Background: an optimization exercise with open tools, aiming at small area. Do not read the settings as production practice. The RTL was checked by simulation tests, not by an equivalence proof against the original design. Power figures rest on the tool's default switching activity, not on a simulated workload.

## Top_level
module Top_level
#(
    parameter BAUD_RATE             = 781250,   
    parameter MOTOR_CLOCK_FREQUENCY = 3906250,  
    parameter SERVO_COUNT_LIMIT     = 40        
)
(
    input           I_sys_clk_top,
    input           I_on_board_reset_n,
    input           I_rx_serial_data,
    output          o_servo1_directional_output_top,
    output          o_servo2_directional_output_top,
    output          o_servo3_directional_output_top,
    output          o_servo4_directional_output_top,
    output          o_servo1_gripping_output_top,
    output          o_servo2_gripping_output_top,
    output          o_servo3_gripping_output_top,
    output          o_servo4_gripping_output_top
);
For scale: roughly 570 cells after synthesis, about 100 flip-flops, about 4800 um^2 of cells after synthesis.
clock: 8.0 ns
lec_check: 0
abc_area: 1
cap_margin: 20
core_margin: 2
core_utilization: 75
cts_cluster_diameter: 100
cts_cluster_size: 40
place_density: 0.85
slew_margin: 20
standard.sh (not shown) runs the stock make flow with config.mk's settings and CLKGATE_MAP_FILE= SYNTH_SCRIPT=/design/flow/synth_recipe.tcl, a recipe that flattens the netlist after the stock synthesis.
==> flow/flow/run.sh <==
#!/bin/bash
# Layout flow: the standard flow (standard.sh), with the synthesis's final
# technology mapping done by an area-oriented abc script (flow/area.script)
# instead of ORFS's, and without ORFS's adder extraction. Everything before the
# mapping, and so every register, is as in the standard synthesis.
set -euo pipefail
HERE=$(pwd)
sed "s|^  log_cmd abc {\*}\$abc_args|  log_cmd abc -script $HERE/flow/area.script {*}[lrange \$abc_args 2 end]|" \
    "$FLOW_HOME/scripts/synth.tcl" > "$HERE/synth_area.tcl"
grep -q "flow/area.script" "$HERE/synth_area.tcl"
sed "s|^source \$::env(SCRIPTS_DIR)/synth.tcl|source $HERE/synth_area.tcl|" \
    "$HERE/synth_recipe.tcl" > "$HERE/synth_top.tcl"
grep -q "synth_area.tcl" "$HERE/synth_top.tcl"
bash "$HERE/standard.sh" SYNTH_SCRIPT="$HERE/synth_top.tcl" ADDER_MAP_FILE= BUFFER_PORTS_ARGS="-buffer_cell sky130_fd_sc_hd__buf_1" finish > "$HERE/flow_make.log" 2>&1
==> flow/flow/area.script <==
strash
&get -n
&st
&deepsyn -T 60
&st
&dch -f
&nf -a
&put
mfs2
strash
&get -n
&st
&deepsyn -T 60
&st
&dch -f
&nf -a
&put
mfs2
strash
dch -f
amap
The baseline produced a clean layout.
==> next run, changes <==
--- a/flow/flow/run.sh
+++ b/flow/flow/run.sh
@@ -12,3 +12,3 @@
     "$HERE/synth_recipe.tcl" > "$HERE/synth_top.tcl"
 grep -q "synth_area.tcl" "$HERE/synth_top.tcl"
-bash "$HERE/standard.sh" SYNTH_SCRIPT="$HERE/synth_top.tcl" ADDER_MAP_FILE= BUFFER_PORTS_ARGS="-buffer_cell sky130_fd_sc_hd__buf_1" finish > "$HERE/flow_make.log" 2>&1
+bash "$HERE/standard.sh" SYNTH_SCRIPT="$HERE/synth_top.tcl" ADDER_MAP_FILE= BUFFER_PORTS_ARGS="-buffer_cell sky130_fd_sc_hd__buf_1" CTS_ARGS="${CTS_ARGS_OVERRIDE:--sink_clustering_enable -repair_clock_nets -dont_use_dummy_load}" finish > "$HERE/flow_make.log" 2>&1
CORE_UTILIZATION = 85   (was 75)
CTS_CLUSTER_DIAMETER = default   (was 100)
CTS_CLUSTER_SIZE = default   (was 40)
PLACE_DENSITY = 0.93   (was 0.85)
Global-route usage rises by 6.2 points.
Power goes down by 11%.
Non-clock buffer count falls by 1.
Clock power shrinks by 28%.
Register-to-register slack is worse by 0.26 ns.
Worst setup slack degrades by 0.26 ns.
Synthesized cell count shrinks by 1.4%.
Sequential share of layout area went up by 1.2 points.
==> next run, changes <==
CORE_UTILIZATION = 75   (was 85)
PLACE_DENSITY = 0.85   (was 0.93)
What happened: Setup slack gains 0.33 ns. Combinational power grows by 11%. Maximum frequency went up by 9.5%. Register-to-register slack is better by 0.33 ns. Sequential power is about the same. Routed wire length came out lower by 7.3%. Power climbs by 1.0%. Count of clock-buffer cells in the layout stays the same. First-iteration DRC count shrinks by 26%. Synthesized cell count goes up by 1.4%. Cell area rose by 0.72%.


epsilon:
Starting RTL as in the previous note.
Settings: LEC_CHECK=0, ABC_AREA=1, CAP_MARGIN=20, CORE_MARGIN=2, CORE_UTILIZATION=75, PLACE_DENSITY=0.85, SLEW_MARGIN=20; clock period 8.0 ns.
==> flow/flow/run.sh <==
#!/bin/bash
# Layout flow: the standard flow (standard.sh), with these changes:
# - synthesis: the final technology mapping is done by area-oriented abc
#   scripts (flow/area*.script, tried in turn by flow/abc_multi.tcl, smallest
#   kept) instead of ORFS's, and without ORFS's adder extraction; everything
#   before the mapping, and so every register, is as in the standard synthesis;
# - port buffers are buf_1 cells;
# - clock tree synthesis without dummy loads.
set -euo pipefail
HERE=$(pwd)
sed "s|^  log_cmd abc {\*}\$abc_args|  source $HERE/flow/abc_multi.tcl|" \
    "$FLOW_HOME/scripts/synth.tcl" > "$HERE/synth_area.tcl"
grep -q "flow/abc_multi.tcl" "$HERE/synth_area.tcl"
sed "s|^source \$::env(SCRIPTS_DIR)/synth.tcl|source $HERE/synth_area.tcl|" \
    "$HERE/synth_recipe.tcl" > "$HERE/synth_top.tcl"
grep -q "synth_area.tcl" "$HERE/synth_top.tcl"
bash "$HERE/standard.sh" SYNTH_SCRIPT="$HERE/synth_top.tcl" ADDER_MAP_FILE= \
    BUFFER_PORTS_ARGS="-buffer_cell sky130_fd_sc_hd__buf_1" \
    CTS_ARGS="-sink_clustering_enable -repair_clock_nets -dont_use_dummy_load" \
    finish > "$HERE/flow_make.log" 2>&1
==> flow/flow/area1.script <==
strash
&get -n
&st
&deepsyn -T 45 -S 11
&st
&dch -f
&nf -a
&put
mfs2
strash
&get -n
&st
&deepsyn -T 45 -S 11
&st
&dch -f
&nf -a
&put
mfs2
strash
&get -n
&st
&deepsyn -T 45 -S 11
&st
&dch -f
&nf -a
&put
mfs2
strash
dch -f
amap
==> flow/flow/area2.script <==
strash
&get -n
&st
&deepsyn -T 45 -S 22
&st
&dch -f
&nf -a
&put
mfs2
strash
&get -n
&st
&deepsyn -T 45 -S 22
&st
&dch -f
&nf -a
&put
mfs2
strash
&get -n
&st
&deepsyn -T 45 -S 22
&st
&dch -f
&nf -a
&put
mfs2
strash
dch -f
amap
==> flow/flow/area3.script <==
strash
&get -n
&st
&deepsyn -T 45 -S 33
&st
&dch -f
&nf -a
&put
mfs2
strash
&get -n
&st
&deepsyn -T 45 -S 33
&st
&dch -f
&nf -a
&put
mfs2
strash
&get -n
&st
&deepsyn -T 45 -S 33
&st
&dch -f
&nf -a
&put
mfs2
strash
dch -f
amap
==> flow/flow/area4.script <==
strash
&get -n
&st
&deepsyn -T 45 -S 44
&st
&dch -f
&nf -a
&put
mfs2
strash
&get -n
&st
&deepsyn -T 45 -S 44
&st
&dch -f
&nf -a
&put
mfs2
strash
&get -n
&st
&deepsyn -T 45 -S 44
&st
&dch -f
&nf -a
&put
mfs2
strash
dch -f
amap
Other scripts of this flow, unchanged in this note and not shown: flow/flow/abc_multi.tcl
The flow did not stop early for epsilon: all stages ran, and the layout cleared the timing, DRC and antenna checks.
The following lists how delta was set up differently from epsilon:
--- a/flow/flow/area1.script
+++ b/flow/flow/area1.script
@@ -4 +4 @@
-&deepsyn -T 45 -S 11
+&deepsyn -T 60
@@ -13 +13 @@
-&deepsyn -T 45 -S 11
+&deepsyn -T 60
@@ -22 +22 @@
-&deepsyn -T 45 -S 11
+&deepsyn -T 60
--- a/flow/flow/area2.script
+++ b/flow/flow/area2.script
@@ -4 +4 @@
-&deepsyn -T 45 -S 22
+&deepsyn -T 60 -S 11
@@ -13 +13 @@
-&deepsyn -T 45 -S 22
+&deepsyn -T 60 -S 11
@@ -22 +22 @@
-&deepsyn -T 45 -S 22
+&deepsyn -T 60 -S 11
--- a/flow/flow/area3.script
+++ b/flow/flow/area3.script
@@ -4 +4 @@
-&deepsyn -T 45 -S 33
+&deepsyn -T 60 -S 22
@@ -13 +13 @@
-&deepsyn -T 45 -S 33
+&deepsyn -T 60 -S 22
@@ -22 +22 @@
-&deepsyn -T 45 -S 33
+&deepsyn -T 60 -S 22
removed: flow/flow/area4.script
[summary]
- Delta(critical path arrival, delta - epsilon) > 0
- Worst setup path endpoint = cube_scanner.s[4]: delta; worst setup path endpoint = user_ctrl.st[3]: epsilon
- The die extent in x of delta and that of epsilon are within noise of each other.
- From epsilon to delta the numbers moved as follows: design area essentially unchanged, routed wire length decreased about 3.6%, global-route usage decreased 1.5 points.
- Post-layout total power went up by a few percent going from epsilon to delta.


build 38:
Top_level again, from the RTL that the note above started with.
==> flow/config.mk <==
export PLATFORM = sky130hd
export DESIGN_NAME = Top_level
export DESIGN_NICKNAME = Top_level
export VERILOG_FILES = /design/flow/design.v
export SDC_FILE = /design/flow/constraint.sdc
export NUM_CORES = 4
export LEC_CHECK = 0
export ABC_AREA = 1
export CAP_MARGIN = 0
export CORE_MARGIN = 2
export CORE_UTILIZATION = 75
export PLACE_DENSITY = 0.85
export SLEW_MARGIN = 0
==> flow/constraint.sdc <==
create_clock -name core_clock -period 8.0 [get_ports {I_sys_clk_top}]
set_input_delay 1.6000 -clock core_clock [delete_from_list [all_inputs] [get_ports {I_sys_clk_top}]]
set_output_delay 1.6000 -clock core_clock [all_outputs]
set_load 0.01 [all_outputs]
==> flow/flow/run.sh <==
#!/bin/bash
# Layout flow: the standard flow (standard.sh), with the synthesis's final
# technology mapping done by an area-oriented abc script (flow/area.script)
# instead of ORFS's, and without ORFS's adder extraction. Everything before the
# mapping, and so every register, is as in the standard synthesis.
set -euo pipefail
HERE=$(pwd)
sed "s|^  log_cmd abc {\*}\$abc_args|  log_cmd abc -script $HERE/flow/area.script {*}[lrange \$abc_args 2 end]|" \
    "$FLOW_HOME/scripts/synth.tcl" > "$HERE/synth_area.tcl"
grep -q "flow/area.script" "$HERE/synth_area.tcl"
sed "s|^source \$::env(SCRIPTS_DIR)/synth.tcl|source $HERE/synth_area.tcl|" \
    "$HERE/synth_recipe.tcl" > "$HERE/synth_top.tcl"
grep -q "synth_area.tcl" "$HERE/synth_top.tcl"
bash "$HERE/standard.sh" SYNTH_SCRIPT="$HERE/synth_top.tcl" ADDER_MAP_FILE= BUFFER_PORTS_ARGS="-buffer_cell sky130_fd_sc_hd__buf_1" CTS_ARGS="${CTS_ARGS_OVERRIDE:--sink_clustering_enable -repair_clock_nets -dont_use_dummy_load}" finish > "$HERE/flow_make.log" 2>&1
==> flow/flow/area.script <==
strash
&get -n
&st
&deepsyn -T 60
&st
&dch -f
&nf -a
&put
mfs2
strash
&get -n
&st
&deepsyn -T 60
&st
&dch -f
&nf -a
&put
mfs2
strash
&get -n
&st
&deepsyn -T 60
&st
&dch -f
&nf -a
&put
mfs2
strash
dch -f
amap
Here is what was changed in the inputs of build 34 compared with build 38.
- SLEW_MARGIN: 0 -> 20
- CAP_MARGIN: 0 -> 20
--- a/flow/flow/run.sh
+++ b/flow/flow/run.sh
@@ -6,0 +7 @@
+CTS_ARGS_OVERRIDE="-sink_clustering_enable -repair_clock_nets -dont_use_dummy_load -buf_list sky130_fd_sc_hd__clkbuf_16 -sink_clustering_size 30 -sink_clustering_max_diameter 80"
--- a/flow/flow/area.script
+++ b/flow/flow/area.script
@@ -1,9 +0,0 @@
-strash
-&get -n
-&st
-&deepsyn -T 60
-&st
-&dch -f
-&nf -a
-&put
-mfs2
## What came out
[build 34] starting density of the core fell 2.2 points relative to build 38
Higher worst hold slack was reported by build 38, not build 34.
| via count of the first global-routing pass | lower: build 38 |
Compared with build 38, in build 34 part of the power in registers moved down; detailed-route wire length on metal 1 moved up; synthesized cell area moved up.
Global-route usage for build 34: 2.4 points up relative to build 38
Modified inputs, build 56 compared to build 34
--- a/flow/flow/run.sh
+++ b/flow/flow/run.sh
@@ -7 +7 @@
-CTS_ARGS_OVERRIDE="-sink_clustering_enable -repair_clock_nets -dont_use_dummy_load -buf_list sky130_fd_sc_hd__clkbuf_16 -sink_clustering_size 30 -sink_clustering_max_diameter 80"
+CTS_ARGS_OVERRIDE="-sink_clustering_enable -repair_clock_nets -dont_use_dummy_load -buf_list sky130_fd_sc_hd__clkbuf_8 -sink_clustering_size 18 -sink_clustering_max_diameter 60"
==> summary.txt <==
- From build 56 to build 34, post-synthesis instance area did not move at all.
- In build 56 the worst voltage drop across the vdd grid turned out about 1.8% higher than in build 34.
- When the final numbers for build 34 and build 56 were put side by side, the switching power total turned out to be smaller in build 56.
- Vias: build 56 below build 34
- Comparing build 34 and build 56, area growth from synthesis to layout is higher on build 34.
- Shortest clock period the worst path allows after layout: build 56 better than build 34
- Build 56 gives more setup slack than build 34 did.
- For the global-route usage over all layers, build 56 came in 1.3 points lower than build 34 did.
- Portion of the layout cell area used by non-clock buffers across build 34 and build 56: no real change.
- Where wire length is concerned, build 34 is outperformed by build 56.
Edits applied to the flow inputs when going from build 56 to build 46:
--- a/flow/flow/run.sh
+++ b/flow/flow/run.sh
@@ -7 +6,0 @@
-CTS_ARGS_OVERRIDE="-sink_clustering_enable -repair_clock_nets -dont_use_dummy_load -buf_list sky130_fd_sc_hd__clkbuf_8 -sink_clustering_size 18 -sink_clustering_max_diameter 60"
@@ -15 +14 @@
-bash "$HERE/standard.sh" SYNTH_SCRIPT="$HERE/synth_top.tcl" ADDER_MAP_FILE= BUFFER_PORTS_ARGS="-buffer_cell sky130_fd_sc_hd__buf_1" CTS_ARGS="${CTS_ARGS_OVERRIDE:--sink_clustering_enable -repair_clock_nets -dont_use_dummy_load}" finish > "$HERE/flow_make.log" 2>&1
+bash "$HERE/standard.sh" SYNTH_SCRIPT="$HERE/synth_top.tcl" ADDER_MAP_FILE= BUFFER_PORTS_ARGS="-buffer_cell sky130_fd_sc_hd__buf_1" finish > "$HERE/flow_make.log" 2>&1
[summary]
As far as post-cts sizing count goes, build 56 and build 46 are indistinguishable; the numbers are identical.
Changes observed in build 46 relative to build 56: worst clock skew on the final layout went down; share of the cycle needed by the critical path after routing went up; area added between synthesis and finish went up.
Side by side, combinational power turned out higher in build 46 than in build 56.
Internal power component sits higher in build 46 than in build 56.
[build 46] final total power rose 91 uW relative to build 56
Highest clock frequency the design can meet deteriorates in build 46 relative to build 56.
Of build 46 and build 56, it is build 46 that has the higher final area.
Build 56 has lower power share of the clock group than build 46.
Number of flip-flops and latches: build 56 vs build 46 identical
What build 12 does differently from build 46 at the input level:
--- a/flow/flow/run.sh
+++ b/flow/flow/run.sh
@@ -6,0 +7 @@
+CTS_ARGS_OVERRIDE="-sink_clustering_enable -repair_clock_nets -dont_use_dummy_load -buf_list {sky130_fd_sc_hd__clkbuf_4 sky130_fd_sc_hd__clkbuf_8}"
@@ -14 +15 @@
-bash "$HERE/standard.sh" SYNTH_SCRIPT="$HERE/synth_top.tcl" ADDER_MAP_FILE= BUFFER_PORTS_ARGS="-buffer_cell sky130_fd_sc_hd__buf_1" finish > "$HERE/flow_make.log" 2>&1
+bash "$HERE/standard.sh" SYNTH_SCRIPT="$HERE/synth_top.tcl" ADDER_MAP_FILE= BUFFER_PORTS_ARGS="-buffer_cell sky130_fd_sc_hd__buf_1" CTS_ARGS="${CTS_ARGS_OVERRIDE:--sink_clustering_enable -repair_clock_nets -dont_use_dummy_load}" finish > "$HERE/flow_make.log" 2>&1
### Flow results
From build 12 to build 46, non-clock buffer count did not move at all. Diff build 46 and build 12: end-of-flow core utilization lower in build 12. Build 46 → build 12: post-synthesis area per instance went up, multi-input gate count went up, power went down, first-pass GRT wire length went down, maximum single-stage delay on the critical path went down. Placed standard-cell area essentially unchanged between build 12 and build 46. Routed wire length on build 12 is behind build 46.
## Diff of input files: build 94 against build 12
- changing SLEW_MARGIN from 20 to 0
- changing CAP_MARGIN from 20 to 0
--- a/flow/flow/run.sh
+++ b/flow/flow/run.sh
@@ -7 +6,0 @@
-CTS_ARGS_OVERRIDE="-sink_clustering_enable -repair_clock_nets -dont_use_dummy_load -buf_list {sky130_fd_sc_hd__clkbuf_4 sky130_fd_sc_hd__clkbuf_8}"
Findings:
Result for build 12 and build 94: all clean. As far as wire length reported by the detailed router is concerned, build 94 and build 12 perform about the same. Diff build 94..build 12 | hold slack | unchanged. Clock group total power: build 12 vs build 94, no meaningful difference. In terms of count of final max-slew check failures, build 12 and build 94 differ only marginally. As far as final area is concerned, build 94 and build 12 perform about the same. Diff build 94..build 12 | worst setup slack | unchanged.

==> re-timing with driven ports <==
No port has a modelled driver above. Below, the same layouts with a new extraction and two added sets of constraints.
Step 1 (the two cells are an assumption about what drives the block):
set clk [get_ports {I_sys_clk_top}]
set_driving_cell -lib_cell sky130_fd_sc_hd__clkbuf_16 $clk
set_driving_cell -lib_cell sky130_fd_sc_hd__buf_2 [delete_from_list [all_inputs] $clk]
Step 2 also shifts input and output timing later by t, the mid clock arrival at the registers, as if the neighbouring blocks saw the same clock.
Slacks: no drivers / after step 1 / after step 2; pairs: no drivers / after step 1.
run | t, ns | setup slack, ns | worst setup path at the end
the first run of note 1 | 0.399 | 4.518 / 4.518 / 4.518 | register to register
the second run of note 1 | 0.386 | 4.256 / 4.256 / 4.256 | register to register
the third run of note 1 | 0.389 | 4.582 / 4.582 / 4.582 | register to register
epsilon | 0.392 | 4.547 / 4.547 / 4.547 | register to register
delta | 0.386 | 3.941 / 3.941 / 3.941 | register to register
build 38 | 0.378 | 4.255 / 4.255 / 4.255 | register to register
build 34 | 0.371 | 4.440 / 4.440 / 4.440 | register to register
build 56 | 0.389 | 4.582 / 4.582 / 4.582 | register to register
build 46 | 0.399 | 4.518 / 4.518 / 4.518 | register to register
build 12 | 0.382 | 4.251 / 4.251 / 4.251 | register to register
build 94 | 0.382 | 4.251 / 4.251 / 4.251 | register to register
After both steps every run listed still meets setup and hold.
